Background: an optimization exercise with open tools, aiming at small area. Do not read the settings as production practice.
Where RTL was checked, it was by simulation tests only, not by an equivalence proof against the original.
No activity file was given, so power comes from the tool's default toggle rates.

Design ALU, start of the top module:
module ALU (
    input Clk,
    input Reset,
    input [7:0] operand_A, operand_B,
    input [3:0] Sel,
    output [7:0] Out,
    output [3:0] Flag);
==> flow/config.mk <==
export PLATFORM = sky130hd
export DESIGN_NAME = ALU
export DESIGN_NICKNAME = ALU
export VERILOG_FILES = /design/flow/design.v
export SDC_FILE = /design/flow/constraint.sdc
export NUM_CORES = 4
export LEC_CHECK = 0
export ABC_AREA = 0
export CAP_MARGIN = 20
export CORE_MARGIN = 2
export CORE_UTILIZATION = 45
export GPL_TIMING_DRIVEN = 0
export SLEW_MARGIN = 20
export SYNTH_HIERARCHICAL = 1
export SYNTH_MINIMUM_KEEP_SIZE = 0
==> flow/constraint.sdc <==
create_clock -name core_clock -period 13.5 [get_ports {Clk}]
set_input_delay 2.7000 -clock core_clock [delete_from_list [all_inputs] [get_ports {Clk}]]
set_output_delay 2.7000 -clock core_clock [all_outputs]
set_load 0.01 [all_outputs]
standard.sh (not shown) runs the stock make flow with config.mk's settings and CLKGATE_MAP_FILE= SYNTH_SCRIPT=/design/flow/synth_recipe.tcl, a recipe that flattens the netlist after the stock synthesis.
==> flow/flow/run.sh <==
#!/bin/bash
set -euo pipefail
export POST_SYNTH_TCL="$(pwd)/flow/downsize.tcl"
export BUFFER_PORTS_ARGS="-buffer_cell sky130_fd_sc_hd__buf_1"
export RECOVER_POWER=100
bash standard.sh > standard.log 2>&1
==> flow/flow/downsize.tcl <==
# POST_SYNTH hook: set every combinational cell of the synthesized netlist to
# the smallest-area drive strength of the same cell (the same name up to the
# _N drive suffix), so that ABC's drive choices, made without placement or
# real loads, do not stay in the layout. The flow's own repair_design and
# repair_timing then upsize only the cells that timing, slew or load need.
set ::ds_dont_use {}
if {[info exists ::env(DONT_USE_CELLS)]} { set ::ds_dont_use $::env(DONT_USE_CELLS) }
proc ds_dont_use {name} {
  foreach pat $::ds_dont_use { if {[string match $pat $name]} { return 1 } }
  return 0
}
set db [ord::get_db]
# smallest master for each base name: lowest area, then highest drive number
array set best {}
foreach lib [$db getLibs] {
  foreach m [$lib getMasters] {
    set n [$m getName]
    if {![regexp {^(sky130_fd_sc_hd__[a-z0-9]+(?:_[a-z0-9]+)*?)_([0-9]+)$} $n -> base drv]} { continue }
    if {[ds_dont_use $n]} { continue }
    set a [expr {[$m getWidth] * [$m getHeight]}]
    if {![info exists best($base)]} {
      set best($base) [list $a $drv $m]
    } else {
      lassign $best($base) ba bd bm
      if {$a < $ba || ($a == $ba && $drv > $bd)} { set best($base) [list $a $drv $m] }
    }
  }
}
set block [ord::get_db_block]
set swapped 0
foreach inst [$block getInsts] {
  set m [$inst getMaster]
  set n [$m getName]
  # registers keep the cell synthesis gave them
  if {[string match "sky130_fd_sc_hd__df*" $n] || [string match "sky130_fd_sc_hd__dl*" $n] || [string match "sky130_fd_sc_hd__sdf*" $n] || [string match "sky130_fd_sc_hd__edf*" $n]} { continue }
  if {![regexp {^(sky130_fd_sc_hd__[a-z0-9]+(?:_[a-z0-9]+)*?)_([0-9]+)$} $n -> base drv]} { continue }
  if {![info exists best($base)]} { continue }
  set bm [lindex $best($base) 2]
  if {[$bm getName] ne $n} {
    puts "downsize [$inst getName] $n -> [$bm getName]"
    $inst swapMaster $bm
    incr swapped
  }
}
puts "downsize: $swapped cells set to their smallest drive strength"
Edit:
CTS_BUF_LIST = sky130_fd_sc_hd__clkbuf_4   (was unset)
CTS_CLUSTER_SIZE = 20   (was unset)
SETUP_SLACK_MARGIN = -0.3   (was unset)
Routed wire length is lower by a few percent.
Setup slack degrades by 0.44 ns.
Synthesized cell count does not change.
Design area is lower by a few percent.
Function was not checked in any run of this note: the RTL went through the layout flow alone.

* * *

Another version of the RTL of ALU (not shown whole).
Size: roughly 640 cells after synthesis, ~12 flip-flops, ~34 I/O pins, roughly 0.0039 mm^2 of cells after synthesis.
Settings: LEC_CHECK=0, ABC_AREA=1, CAP_MARGIN=20, CORE_MARGIN=2, CORE_UTILIZATION=70, GPL_TIMING_DRIVEN=0, SLEW_MARGIN=20; clock period 13.5 ns.
run.sh (not shown) runs the stock make flow with config.mk's settings and CLKGATE_MAP_FILE= SYNTH_SCRIPT=/design/flow/synth_recipe.tcl, a recipe that flattens the netlist after the stock synthesis.
Stock flow here: none of the scripts above is used.
The baseline failed in 5_1_grt.
Edit:
CORE_UTILIZATION = 45   (was 70)
The new run completed with no timing, DRC or antenna violations.
Synthesized area does not change.
Synthesized cell count stays the same.
No run of this note included a check of the RTL's function; only the layout flow was run.

* * *

ALU, a different RTL version from the one above (not shown whole).
For scale: about 450 cells after synthesis.
Settings: LEC_CHECK=0, ABC_AREA=0, CAP_MARGIN=20, CORE_MARGIN=2, CORE_UTILIZATION=45, CTS_BUF_LIST=sky130_fd_sc_hd__clkbuf_4, CTS_CLUSTER_SIZE=20, GPL_TIMING_DRIVEN=0, SLEW_MARGIN=20, SYNTH_HIERARCHICAL=1, SYNTH_MINIMUM_KEEP_SIZE=0; clock period 13.5 ns.
standard.sh (not shown) runs the stock make flow with config.mk's settings and CLKGATE_MAP_FILE= SYNTH_SCRIPT=/design/flow/synth_recipe.tcl, a recipe that flattens the netlist after the stock synthesis.
==> flow/flow/run.sh <==
#!/bin/bash
set -euo pipefail
export POST_SYNTH_TCL="$(pwd)/flow/downsize.tcl"
export BUFFER_PORTS_ARGS="-buffer_cell sky130_fd_sc_hd__buf_1"
export RECOVER_POWER=100
export REMOVE_ABC_BUFFERS=1
SETUP_SLACK_MARGIN=0 bash standard.sh floorplan > standard_to_floorplan.log 2>&1
SETUP_SLACK_MARGIN=0.4 bash standard.sh cts > standard_to_cts.log 2>&1
SKIP_INCREMENTAL_REPAIR=1 bash standard.sh > standard.log 2>&1
Scripts as last shown in full above: flow/flow/downsize.tcl
The baseline finished clean.
Rerun with:
==> flow/flow/run.sh (replaced) <==
#!/bin/bash
set -euo pipefail
export POST_SYNTH_TCL="$(pwd)/flow/downsize.tcl"
export BUFFER_PORTS_ARGS="-buffer_cell sky130_fd_sc_hd__buf_1"
export RECOVER_POWER=100
export REMOVE_ABC_BUFFERS=1
SETUP_SLACK_MARGIN=0.5 bash standard.sh cts > standard_to_cts.log 2>&1
SKIP_INCREMENTAL_REPAIR=1 bash standard.sh > standard.log 2>&1
Effect:
- combinational power is about the same
- final cell count stays the same
- first-iteration DRC count fell by about a fifth
- clock power barely changes
- final area went up slightly
- critical path depth decreases by 2
- routed wire length hardly moves
- clock skew hardly moves
- via count barely changes

==> separate check: timing with driven ports <==
The flow's constraints put no driver on any port. The routed layouts listed below were extracted and timed again, unchanged, in two steps.
Step 1, drivers: a clkbuf_16 drives Clk and a buf_2 each remaining input, both assumed.
Step 2 adds t to the input delays and takes it off the output delays; t is the mean of the earliest and latest rising clock arrival at the registers after step 1. Input paths then give back, and output paths get back, about the clock's delay inside the block.
Slacks: no drivers / after step 1 / after step 2; pairs: no drivers / after step 1.
| run | shift t [ns] | slack for setup (ns) | latest minus earliest clock arrival (ns) | worst slew at a driven data input, ns |
|---|---|---|---|---|
| the first run of note 1 | 0.259 | 0.805 / 0.802 / 0.543 | 0.001 / 0.002 | 0.03 |
| the second run of note 1 | 0.279 | 0.363 / 0.361 / 0.082 | 0.001 / 0.000 | 0.03 |
| the second run of note 2 | 0.258 | 0.250 / 0.208 / -0.050 | 0.002 / 0.002 | 0.07 |
| the first run of note 3 | 0.297 | 0.333 / 0.335 / 0.037 | 0.007 / 0.007 | 0.03 |
| the second run of note 3 | 0.297 | 0.465 / 0.467 / 0.170 | 0.006 / 0.006 | 0.03 |
Met with ideal ports but missed after step 2: setup timing in the second run of note 2. The setup slack of the second run of note 2, which loses most, moves by -0.042 ns with the drivers and by -0.300 ns with both steps.
